This design comes from an exercise in tuning for small area on the open sky130 flow, not from production work. The RTL was checked by simulation tests, not by an equivalence proof against the original design. No activity file was given, so power comes from the tool's default toggle rates.

==> flow/design.v (excerpt) <==
module ICMP(readmode,sendmode,hardreset,inputdata,typeoficmpin,codein,restofheaderin,clock,outputmessage,outputvalid,restofheaderout,typeoficmpout,codeout);
input hardreset;
input [31:0] inputdata;
input [31:0] restofheaderin;
input [7:0] typeoficmpin;
input [7:0] codein;
input clock;
input readmode;
input sendmode;
output [31:0] outputmessage;
output outputvalid;
output reg [31:0] restofheaderout;
output reg [7:0] typeoficmpout;
output reg [7:0] codeout;
localparam [4:0] I   = 5'b00000,
                 S1  = 5'b01001, S2  = 5'b01010, S3  = 5'b01011,
                 S4  = 5'b11000, S5  = 5'b11001, S6  = 5'b10000,
                 S7  = 5'b10001, S8  = 5'b10010, S9  = 5'b10100,
                 S10 = 5'b10101, S11 = 5'b10110, S12 = 5'b10111,
                 S13 = 5'b11100,
                 R1  = 5'b00001, R2  = 5'b00010, R3  = 5'b00011,
                 R4  = 5'b00100, R5  = 5'b00101, R6  = 5'b00110,
                 R7  = 5'b00111;
reg [4:0] st;
reg [15:0] h0, h1, h2, h3, h4;
reg [15:0] l1;
reg [15:0] l2_n, l3_n, l4_n;    
wire [15:0] l2 = ~l2_n;
wire [15:0] l3 = ~l3_n;
reg [15:0] lo_n;    
wire [15:0] l4 = ~l4_n;
wire [15:0] lo = ~lo_n;
wire idle   = (st == I) | (st == S13) | (st == R7);
wire s_e1   = (st == S1);
wire rot    = st[4];
wire hsel   = st[3];
wire swin   = st[4] & st[2];                            
wire rwin   = (st == R5) | (st == R6) | (st == R7);
wire lwin   = (st == S9);
wire l4win  = (st == S10) | (st == S11) | (st == S12) | (st == S13) | rwin;
always @(posedge clock) begin
  if (hardreset)
    st <= I;
  else
    case (st)
      S1: st <= S2;   S2: st <= S3;   S3: st <= S4;   S4: st <= S5;
      S5: st <= S6;   S6: st <= S7;   S7: st <= S8;   S8: st <= S9;
      S9: st <= S10;  S10: st <= S11; S11: st <= S12; S12: st <= S13;
      R1: st <= R2;   R2: st <= R3;   R3: st <= R4;   R4: st <= R5;
      R5: st <= R6;   R6: st <= R7;
      default: st <= readmode ? R1 : (sendmode ? S1 : I);    
    endcase
end
wire [15:0] h4_d = rot ? h0 : inputdata[31:16];
  ...
==> module ICMP, before the edit <==
module ICMP(readmode,sendmode,hardreset,inputdata,typeoficmpin,codein,restofheaderin,clock,outputmessage,outputvalid,restofheaderout,typeoficmpout,codeout);
input hardreset;
input [31:0] inputdata;
input [31:0] restofheaderin;
input [7:0] typeoficmpin;
input [7:0] codein;
input clock;
input readmode;
input sendmode;
output [31:0] outputmessage;
output outputvalid;
output reg [31:0] restofheaderout;
output reg [7:0] typeoficmpout;
output reg [7:0] codeout;
localparam [4:0] I   = 5'b00000,
                 S1  = 5'b01001, S2  = 5'b01010, S3  = 5'b01011,
                 S4  = 5'b11000, S5  = 5'b11001, S6  = 5'b10000,
                 S7  = 5'b10001, S8  = 5'b10010, S9  = 5'b10100,
                 S10 = 5'b10101, S11 = 5'b10110, S12 = 5'b10111,
                 S13 = 5'b11100,
                 R1  = 5'b00001, R2  = 5'b00010, R3  = 5'b00011,
                 R4  = 5'b00100, R5  = 5'b00101, R6  = 5'b00110,
                 R7  = 5'b00111;
reg [4:0] st;
reg [15:0] h0, h1, h2, h3, h4;
reg [15:0] l1;
reg [15:0] l2_n, l3_n, l4_n;    
wire [15:0] l2 = ~l2_n;
wire [15:0] l3 = ~l3_n;
reg [15:0] lo_n;    
wire [15:0] l4 = ~l4_n;
wire [15:0] lo = ~lo_n;
wire idle   = (st == I) | (st == S13) | (st == R7);
wire s_e1   = (st == S1);
wire rot    = st[4];
wire hsel   = st[3];
wire swin   = st[4] & st[2];                            
wire rwin   = (st == R5) | (st == R6) | (st == R7);
wire lwin   = (st == S9);
wire l4win  = (st == S10) | (st == S11) | (st == S12) | (st == S13) | rwin;
always @(posedge clock) begin
  if (hardreset)
    st <= I;
  else
    case (st)
      S1: st <= S2;   S2: st <= S3;   S3: st <= S4;   S4: st <= S5;
      S5: st <= S6;   S6: st <= S7;   S7: st <= S8;   S8: st <= S9;
      S9: st <= S10;  S10: st <= S11; S11: st <= S12; S12: st <= S13;
      R1: st <= R2;   R2: st <= R3;   R3: st <= R4;   R4: st <= R5;
      R5: st <= R6;   R6: st <= R7;
      default: st <= readmode ? R1 : (sendmode ? S1 : I);    
    endcase
end
wire [15:0] h4_d = rot ? h0 : inputdata[31:16];
wire [15:0] l1_d = rot ? l2 : inputdata[15:0];
wire [15:0] acc_op = s_e1 ? l1_d : lo;
wire [15:0] add_op = hsel ? h4_d : l1_d;
wire [15:0] sum = acc_op + add_op + 16'd1;
always @(posedge clock) begin
  h4 <= h4_d;
  h3 <= s_e1 ? restofheaderin[31:16] : h4;
  h2 <= s_e1 ? {typeoficmpin, codein} : h3;
  h1 <= h2;
  h0 <= h1;
  l1 <= l1_d;
  l2_n <= l3_n;
  l3_n <= l4_n;
  l4_n <= ~(s_e1 ? restofheaderin[15:0] : l1);
  lo_n <= ~sum;
end
always @(posedge clock) begin
  if (hardreset) begin
    restofheaderout <= 32'd0;
    typeoficmpout <= 8'd0;
    codeout <= 8'd0;
  end else begin
    if (st == R2) begin
      typeoficmpout <= h4[15:8];
      codeout <= h4[7:0];
    end
    if (st == R3)
      restofheaderout <= {h4, l1};
  end
end
assign outputvalid = swin;
assign outputmessage = {({16{swin}} & h0) | ({16{rwin}} & h3),
                        ({16{lwin}} & lo) | ({16{l4win}} & l4)};
endmodule
clock: 5.0 ns
lec_check: 0
cap_margin: 20
core_margin: 2
core_utilization: 70
place_density: 0.8
setup_slack_margin: -0.3
slew_margin: 20
standard.sh (not shown) runs the stock make flow with config.mk's settings and CLKGATE_MAP_FILE= SYNTH_SCRIPT=/design/flow/synth_recipe.tcl, a recipe that flattens the netlist after the stock synthesis.
==> flow/flow/run.sh <==
#!/bin/bash
# Layout: the standard flow (standard.sh) with these changes:
#  - synthesis is ORFS's synth.tcl run through synth_recipe.tcl as standard.sh
#    does, except that ABC maps the logic with flow/area.abc (area mapping)
#    instead of ORFS's speed script; registers are mapped before ABC runs, so
#    they are the standard synthesis's
#  - the floorplan step removes synthesis buffers (REMOVE_ABC_BUFFERS=1)
#    instead of running repair_timing on wire-load estimates
#  - the port buffers buffer_ports inserts are buf_1 cells
#  - CTS uses clkbuf_8 with smaller sink clusters and inserts no dummy loads
# make's full output goes to standard.log in the work folder; ORFS's per-step
# logs stay under orfs/logs.
set -euo pipefail
W=$(pwd)
export BUFFER_PORTS_ARGS="-buffer_cell sky130_fd_sc_hd__buf_1"
export REMOVE_ABC_BUFFERS=1
export CTS_ARGS="-sink_clustering_enable -repair_clock_nets -dont_use_dummy_load -buf_list sky130_fd_sc_hd__clkbuf_8 -sink_clustering_size 18 -sink_clustering_max_diameter 60"
awk -v s="$W/flow/area.abc" '{print} /source .*synth_preamble.tcl/ {print "set abc_args [lreplace $abc_args 1 1 " s "]"}' \
  "$FLOW_HOME/scripts/synth.tcl" > "$W/flow_synth.tcl"
grep -q "lreplace" "$W/flow_synth.tcl"
sed "s#source \$::env(SCRIPTS_DIR)/synth.tcl#source $W/flow_synth.tcl#" "$W/synth_recipe.tcl" > "$W/flow_synth_recipe.tcl"
grep -q "flow_synth.tcl" "$W/flow_synth_recipe.tcl"
sed "s#SYNTH_SCRIPT=$W/synth_recipe.tcl#SYNTH_SCRIPT=$W/flow_synth_recipe.tcl#" "$W/standard.sh" > "$W/flow_standard.sh"
grep -q "flow_synth_recipe.tcl" "$W/flow_standard.sh"
bash "$W/flow_standard.sh" > standard.log 2>&1
==> flow/flow/area.abc <==
strash
dc2
dc2
dch -f
amap
Next try:
==> flow/design.v (replaced) <==
`timescale 1ns / 1ps
module ICMP(readmode,sendmode,hardreset,inputdata,typeoficmpin,codein,restofheaderin,clock,outputmessage,outputvalid,restofheaderout,typeoficmpout,codeout);
input hardreset;
input [31:0] inputdata;
input [31:0] restofheaderin;
input [7:0] typeoficmpin;
input [7:0] codein;
input clock;
input readmode;
input sendmode;
output [31:0] outputmessage;
output outputvalid;
output reg [31:0] restofheaderout;
output reg [7:0] typeoficmpout;
output reg [7:0] codeout;
reg [4:0] st;
wire ms = ~st[4];
wire mr = st[4];
wire [3:0] cnt = st[3:0];
reg [15:0] h0, h1, h2, h3, h4;
reg [15:0] l1;
reg [15:0] l2_n, l3_n, l4_n;    
wire [15:0] l2 = ~l2_n;
wire [15:0] l3 = ~l3_n;
reg [15:0] lo_n;    
wire [15:0] l4 = ~l4_n;
wire [15:0] lo = ~lo_n;
wire idle   = (st == 5'd0) | (st == 5'd13) | (st == 5'd23);
wire s_e1   = (st == 5'd1);
wire rot    = ms & (cnt >= 4'd4);
wire hsel   = (cnt <= 4'd5);
wire swin   = ms & (cnt >= 4'd9);
wire rwin   = mr & (cnt >= 4'd5);
wire lwin   = (st == 5'd9);
wire l4win  = (ms & (cnt >= 4'd10)) | rwin;
always @(posedge clock) begin
  if (hardreset)
    st <= 5'd0;
  else if (idle)
    st <= readmode ? 5'd17 : (sendmode ? 5'd1 : 5'd0);
  else
    st <= st + 5'd1;
end
wire [15:0] h4_d = rot ? h0 : inputdata[31:16];
wire [15:0] l1_d = rot ? l2 : inputdata[15:0];
wire [15:0] acc_op = s_e1 ? l1_d : lo;
wire [15:0] add_op = hsel ? h4_d : l1_d;
wire [15:0] sum = acc_op + add_op + 16'd1;
always @(posedge clock) begin
  h4 <= h4_d;
  h3 <= s_e1 ? restofheaderin[31:16] : h4;
  h2 <= s_e1 ? {typeoficmpin, codein} : h3;
  h1 <= h2;
  h0 <= h1;
  l1 <= l1_d;
  l2_n <= l3_n;
  l3_n <= l4_n;
  l4_n <= ~(s_e1 ? restofheaderin[15:0] : l1);
  lo_n <= ~sum;
end
always @(posedge clock) begin
  if (hardreset) begin
    restofheaderout <= 32'd0;
    typeoficmpout <= 8'd0;
    codeout <= 8'd0;
  end else begin
    if (mr & (cnt == 4'd2)) begin
      typeoficmpout <= h4[15:8];
      codeout <= h4[7:0];
    end
    if (mr & (cnt == 4'd3))
      restofheaderout <= {h4, l1};
  end
end
assign outputvalid = swin;
assign outputmessage = {({16{swin}} & h0) | ({16{rwin}} & h3),
                        ({16{lwin}} & lo) | ({16{l4win}} & l4)};
endmodule
Result: Critical path depth goes up by 1; combinational power goes up by 42%; total power climbs by 18%; final area barely changes; synthesized area hardly moves; first-iteration DRC count drops by 4.6%; cell count decreases by 0.75%; die area barely changes; worst setup slack loses 0.040 ns; clock power stays flat; global-route usage barely changes.

## separate check: timing with driven ports
The results above use ideal ports. As a check the final layouts listed here were re-extracted and re-timed, cells and wires unchanged.
Step 1 assumes that a clkbuf_16 drives the clock port and a buf_2 every other input.
Step 2 adds t to the input delays and takes it off the output delays; t is the mean of the earliest and latest rising clock arrival at the registers after step 1. Input paths then give back, and output paths get back, about the clock's delay inside the block.
Three values: no drivers, after step 1, after step 2; two values: the first two.
run | t (ns) | setup slack, ns | slew at the worst register clock pin (ns) | cell pins on the clock port's net
the first run | 0.512 | 0.243 / 0.243 / 0.181 | 0.11 / 0.11 | 1
the second run | 0.512 | 0.203 / 0.203 / 0.203 | 0.11 / 0.11 | 1
After both steps setup and hold are still met in every run listed. The setup slack of the first run, which loses most, moves by 0.000 ns with the drivers and by -0.062 ns with both steps.
